This design comes from an exercise in tuning for small area, a short achievable clock period and few clock cycles on the open sky130 flow, not from production work.
Where RTL was checked, it was by simulation tests only, not by an equivalence proof against the original.
No activity file was given, so power comes from the tool's default toggle rates.

==> flow/design.v <==
module algo_3_final (
    input  wire        clk,
    input  wire        reset,       
    input  wire        trigger,     
    input  wire        pix_valid,
    input  wire [7:0]  pix_data,
    output wire        pix_ready,
    input  wire [10:0] data_ram_i,
    output wire [10:0] data_ram_o,
    output wire [10:0] addr_ram,
    output wire        we,
    input  wire [13:0] data_ram_energia_i,
    output wire [13:0] data_ram_energia_o,
    output wire [10:0] addr_ram_energia,
    input  wire [5:0]  data_ram_cantidad_i,
    output wire [5:0]  data_ram_cantidad_o,
    output wire [10:0] addr_ram_cantidad,
    output wire        fin_signal
);
  localparam integer PIXELS  = 7081;
  localparam integer RING    = 99;     
  localparam integer DLY     = 92;     
  function [6:0] step7(input [6:0] x);
    step7 = {x[5:0], x[6] ^ x[5]};
  endfunction
  function [12:0] step13(input [12:0] x);
    step13 = {x[11:0], x[12] ^ x[3] ^ x[2] ^ x[0]};
  endfunction
  function gt11(input [10:0] a, input [10:0] b);
    reg [15:0] g0, l0;
    reg [7:0]  g1, l1;
    reg [3:0]  g2, l2;
    reg [1:0]  g3, l3;
    integer k;
    begin
      g0 = {5'd0, a} & ~{5'd0, b};
      l0 = ~{5'd0, a} & {5'd0, b};
      for (k = 0; k < 8; k = k + 1) begin
        g1[k] = g0[2*k+1] | (~l0[2*k+1] & g0[2*k]);
        l1[k] = l0[2*k+1] | (~g0[2*k+1] & l0[2*k]);
      end
      for (k = 0; k < 4; k = k + 1) begin
        g2[k] = g1[2*k+1] | (~l1[2*k+1] & g1[2*k]);
        l2[k] = l1[2*k+1] | (~g1[2*k+1] & l1[2*k]);
      end
      for (k = 0; k < 2; k = k + 1) begin
        g3[k] = g2[2*k+1] | (~l2[2*k+1] & g2[2*k]);
        l3[k] = l2[2*k+1] | (~g2[2*k+1] & l2[2*k]);
      end
      gt11 = g3[1] | (~l3[1] & g3[0]);
    end
  endfunction
  function [6:0] after7(input integer n);
    integer k;
    begin
      after7 = 7'd1;
      for (k = 0; k < n; k = k + 1) after7 = step7(after7);
    end
  endfunction
  function [12:0] after13(input integer n);
    integer k;
    begin
      after13 = 13'd1;
      for (k = 0; k < n; k = k + 1) after13 = step13(after13);
    end
  endfunction
  localparam [6:0]  COL95  = after7(94);         
  localparam [6:0]  COL97  = after7(96);
  localparam [6:0]  RINGE  = after7(RING - 1);   
  localparam [6:0]  WPTRE  = after7(DLY - 1);    
  localparam [12:0] REM1   = after13(PIXELS - 1);  
  reg  restart;
  always @(posedge clk) restart <= !reset || trigger;
  reg        fin, rdy, we_r;
  reg [12:0] rem;         
  reg        open;        
  reg [7:0]  vb;          
  reg        vb_valid;
  reg [1:0]  st;          
  reg        fwr;         
  reg        clr;         
  reg [10:0] a_e;
  reg [13:0] d_e;
  reg [5:0]  d_c;
  reg [10:0] label_r;     
  reg [10:0] lab2;        
  reg        lab1z, lab2z;
  reg [10:0] R1;          
  reg        R1z;
  reg [10:0] PP;          
  reg        PPz;
  reg [10:0] M3;          
  reg        M3z;
  reg [10:0] q0, q1, q2;  
  reg        q0z, q1z, q2z;
  reg [1:0]  qn;          
  reg        cap, cap_ok;
  reg [6:0]  wptr;        
  reg        filled;
  reg [6:0]  col;         
  reg        mL;          
  reg        mURn;        
  reg [6:0]  ring;        
  reg        i1;          
  reg [10:0] nxt;         
  reg        wrapped;
  reg [11:0] cf;          
  assign pix_ready           = rdy && !restart;
  assign we                  = we_r;
  assign fin_signal          = fin && !restart;
  assign data_ram_o          = label_r;
  assign addr_ram            = {4'd0, wptr & {7{fwr}}};    
  assign addr_ram_energia    = a_e;
  assign addr_ram_cantidad   = a_e;
  assign data_ram_energia_o  = d_e;
  assign data_ram_cantidad_o = d_c;
  wire accept = pix_valid && rdy;    
  wire can    = (st == 2'd0) || (st == 2'd3);
  wire proc   = vb_valid && can;
  wire        vnz   = |vb;
  wire [10:0] lft   = i1 ? lab2 : label_r;
  wire        gt1   = gt11(label_r, M3);
  wire        gt2   = gt11(lab2, M3);
  wire        gt    = !mL && (i1 ? gt2 : gt1);
  wire        lftz  = mL | (i1 ? lab2z : lab1z);
  wire        allz  = lftz & M3z;
  wire        selmx = vnz & !allz;
  wire        selnx = vnz & allz;
  wire [10:0] lab   = (selmx & gt) ? lft :
                      selmx ? M3 : (selnx ? nxt : 11'd0);
  wire        labz  = !vnz | (allz & (nxt == 11'd0));
  wire        op_new = vnz & allz & !wrapped;
  wire        op_rmw = vnz & !labz & !op_new;
  wire        p_new  = proc & op_new;
  wire        p_rmw  = proc & op_rmw;
  wire        alloc  = proc & vnz & allz;
  wire [10:0] sm  = mURn ? 11'd0 : q0;
  wire        smz = mURn | q0z;
  wire [10:0] m3n = gt11(sm, PP) ? sm : PP;
  wire        m3z = PPz & smz;
  wire [10:0] r1m = mURn ? 11'd0 : R1;
  wire        r1mz = mURn | R1z;
  wire [10:0] ppn = gt11(q0, r1m) ? q0 : r1m;
  wire        ppz = r1mz & q0z;
  wire [10:0] din  = cap_ok ? data_ram_i : 11'd0;
  wire        dinz = (din == 11'd0);
  wire        eqr   = (cf == {1'b0, nxt});
  wire [1:0]  st_n  = p_rmw ? 2'd1 : (st == 2'd1) ? 2'd2 : (st == 2'd2) ? 2'd3 : 2'd0;
  wire        cfinc = clr | (alloc & eqr);
  wire [11:0] cf_p1 = cf + 12'd1;
  wire [11:0] cf_n  = cfinc ? cf_p1 : cf;
  wire        cfd_n = cf[11] | (&cf[10:0] & cfinc);    
  wire        fin_n = fin | (!open && !vb_valid && can && cfd_n);
  wire        we_n  = !fin_n && (st_n != 2'd1);
  wire        lab_n = p_new | p_rmw;              
  wire        lbr_n = (st == 2'd2);               
  wire        fwr_n = (proc & !op_rmw) | (st == 2'd1);
  wire        vbv_n = accept | (vb_valid & !proc);
  wire        open_n = open & !(accept & (rem == REM1));
  wire        clr_n = we_n & !lab_n & !lbr_n & (st_n != 2'd2) & !cfd_n;
  always @(posedge clk) begin
    if (restart) begin
      fin <= 1'b0; rdy <= 1'b1;
      rem <= 13'd1; open <= 1'b1;
      vb_valid <= 1'b0;
      st <= 2'd0; fwr <= 1'b0; clr <= 1'b0;
      R1 <= 11'd0; R1z <= 1'b1; PP <= 11'd0; PPz <= 1'b1; M3 <= 11'd0; M3z <= 1'b1;
      q0 <= 11'd0; q1 <= 11'd0; q2 <= 11'd0; q0z <= 1'b1; q1z <= 1'b1; q2z <= 1'b1;
      qn <= 2'd3; cap <= 1'b0;
      wptr <= 7'd1; filled <= 1'b0;
      col <= 7'd1; mL <= 1'b1; mURn <= 1'b0;
      ring <= 7'd1; i1 <= 1'b1;
      nxt <= 11'd1; wrapped <= 1'b0; cf <= 12'd1;
    end else begin
      if (accept) rem <= step13(rem);
      vb_valid <= vbv_n;
      open     <= open_n;
      rdy      <= open_n && (!vbv_n || st_n == 2'd0 || st_n == 2'd3);
      fin      <= fin_n;
      st       <= st_n;
      cf       <= cf_n;
      clr      <= clr_n;
      fwr <= fwr_n;
      if (fwr) begin
        if (wptr == WPTRE) begin wptr <= 7'd1; filled <= 1'b1; end
        else wptr <= step7(wptr);
      end
      cap <= fwr;
      qn  <= qn + {1'b0, cap} - {1'b0, proc};
      if (proc) begin
        q0 <= q1; q0z <= q1z;
        q1 <= q2; q1z <= q2z;
      end
      if (cap) begin
        if (qn == {1'b0, proc}) begin q0 <= din; q0z <= dinz; end
        if (qn == 2'd1 + {1'b0, proc}) begin q1 <= din; q1z <= dinz; end
        if (qn == 2'd2 + {1'b0, proc}) begin q2 <= din; q2z <= dinz; end
      end
      if (proc) begin
        R1 <= q0; R1z <= q0z;
        PP <= ppn; PPz <= ppz;
        M3 <= m3n; M3z <= m3z;
        col  <= (col == COL97) ? 7'd1 : step7(col);
        mL   <= (col == COL97);
        mURn <= (col == COL95);
        ring <= (ring == RINGE) ? 7'd1 : step7(ring);
        i1   <= (ring == RINGE);
        if (alloc) begin
          nxt <= nxt + 11'd1;
          if (nxt == 11'd2047) wrapped <= 1'b1;
        end
      end
    end
  end
  always @(posedge clk) begin
    if (accept) vb <= pix_data;
    we_r   <= we_n;
    cap_ok <= filled;
    a_e    <= lab_n ? lab : (lbr_n ? label_r : cf_n[10:0]);
    if (lab_n) begin
      d_e <= {6'd0, vb};
      d_c <= 6'd1;
    end else if (st == 2'd2) begin
      d_e <= data_ram_energia_i + d_e;
      d_c <= data_ram_cantidad_i + 6'd1;
    end else if (st != 2'd1) begin
      d_e <= 14'd0;
      d_c <= 6'd0;
    end
    if (proc) begin
      label_r <= lab; lab1z <= labz;
      lab2 <= label_r; lab2z <= lab1z;
    end
  end
endmodule
Settings: LEC_CHECK=0, ABC_AREA=1, CAP_MARGIN=20, CORE_MARGIN=2, CORE_UTILIZATION=40, SETUP_SLACK_MARGIN=3.0, SLEW_MARGIN=20; clock period 5.5 ns.
run.sh (not shown) runs the stock make flow with config.mk's settings and CLKGATE_MAP_FILE= SYNTH_SCRIPT=/design/flow/synth_recipe.tcl, a recipe that flattens the netlist after the stock synthesis.
Change:
--- a/flow/design.v
+++ b/flow/design.v
@@ -92,9 +92,9 @@
   reg [10:0] M3;          
   reg        M3z;
   reg [10:0] q0, q1, q2;  
   reg        q0z, q1z, q2z;
-  reg [1:0]  qn;          
+  reg [3:0]  qn;          
   reg        cap, cap_ok;
   reg [6:0]  wptr;        
   reg        filled;
   reg [6:0]  col;         
@@ -114,9 +114,9 @@
   assign addr_ram_cantidad   = a_e;
   assign data_ram_energia_o  = d_e;
   assign data_ram_cantidad_o = d_c;
   wire accept = pix_valid && rdy;    
-  wire can    = (st == 2'd0) || (st == 2'd3);
+  reg  can;               
   wire proc   = vb_valid && can;
   wire        vnz   = |vb;
   wire [10:0] lft   = i1 ? lab2 : label_r;
   wire        gt1   = gt11(label_r, M3);
@@ -165,9 +165,9 @@
       vb_valid <= 1'b0;
       st <= 2'd0; fwr <= 1'b0; clr <= 1'b0;
       R1 <= 11'd0; R1z <= 1'b1; PP <= 11'd0; PPz <= 1'b1; M3 <= 11'd0; M3z <= 1'b1;
       q0 <= 11'd0; q1 <= 11'd0; q2 <= 11'd0; q0z <= 1'b1; q1z <= 1'b1; q2z <= 1'b1;
-      qn <= 2'd3; cap <= 1'b0;
+      qn <= 4'b1000; cap <= 1'b0; can <= 1'b1;
       wptr <= 7'd1; filled <= 1'b0;
       col <= 7'd1; mL <= 1'b1; mURn <= 1'b0;
       ring <= 7'd1; i1 <= 1'b1;
       nxt <= 11'd1; wrapped <= 1'b0; cf <= 12'd1;
@@ -185,17 +185,19 @@
         if (wptr == WPTRE) begin wptr <= 7'd1; filled <= 1'b1; end
         else wptr <= step7(wptr);
       end
       cap <= fwr;
-      qn  <= qn + {1'b0, cap} - {1'b0, proc};
+      can <= (st_n == 2'd0) || (st_n == 2'd3);
+      if (cap && !proc) qn <= {qn[2:0], 1'b0};
+      if (proc && !cap) qn <= {1'b0, qn[3:1]};
       if (proc) begin
         q0 <= q1; q0z <= q1z;
         q1 <= q2; q1z <= q2z;
       end
       if (cap) begin
-        if (qn == {1'b0, proc}) begin q0 <= din; q0z <= dinz; end
-        if (qn == 2'd1 + {1'b0, proc}) begin q1 <= din; q1z <= dinz; end
-        if (qn == 2'd2 + {1'b0, proc}) begin q2 <= din; q2z <= dinz; end
+        if (proc ? qn[1] : qn[0]) begin q0 <= din; q0z <= dinz; end
+        if (proc ? qn[2] : qn[1]) begin q1 <= din; q1z <= dinz; end
+        if (proc ? qn[3] : qn[2]) begin q2 <= din; q2z <= dinz; end
       end
       if (proc) begin
         R1 <= q0; R1z <= q0z;
         PP <= ppn; PPz <= ppz;
Cell area is about the same.
Synthesized cell count came out higher by a few percent.
Clock power came out lower by roughly a tenth.
Fmax went up slightly.
Via count rose slightly.
Non-clock buffer count rises by 5.
Testbench counts after the change, summed over its fixed seeds: cycles 173,018.
Only the layout flow was run in the first run of this note; the RTL was not checked for function there.

[re-timing with driven ports]
Ports are ideal in the flow. The routed layouts listed here were re-timed in OpenROAD. Step 1, drivers: a clkbuf_16 drives clk and a buf_2 each remaining input, both assumed. Step 2 times the ports against the registers' clock, not the clock port: input delays grow and output delays shrink by t, the midpoint of the rising clock arrivals with the driver on. a / b / c = ideal / step 1 / step 2; a / b = the first two.
run	shift t [ns]	setup slack, ns	worst hold slack (ns)
the first run	0.567	3.024 / 2.978 / 2.571	0.360 / 0.360 / 0.360
the second run	0.571	3.057 / 3.007 / 2.527	0.377 / 0.377 / 0.377
After both steps setup and hold are still met in every run listed. The setup slack of the second run, which loses most, moves by -0.050 ns with the drivers and by -0.530 ns with both steps.
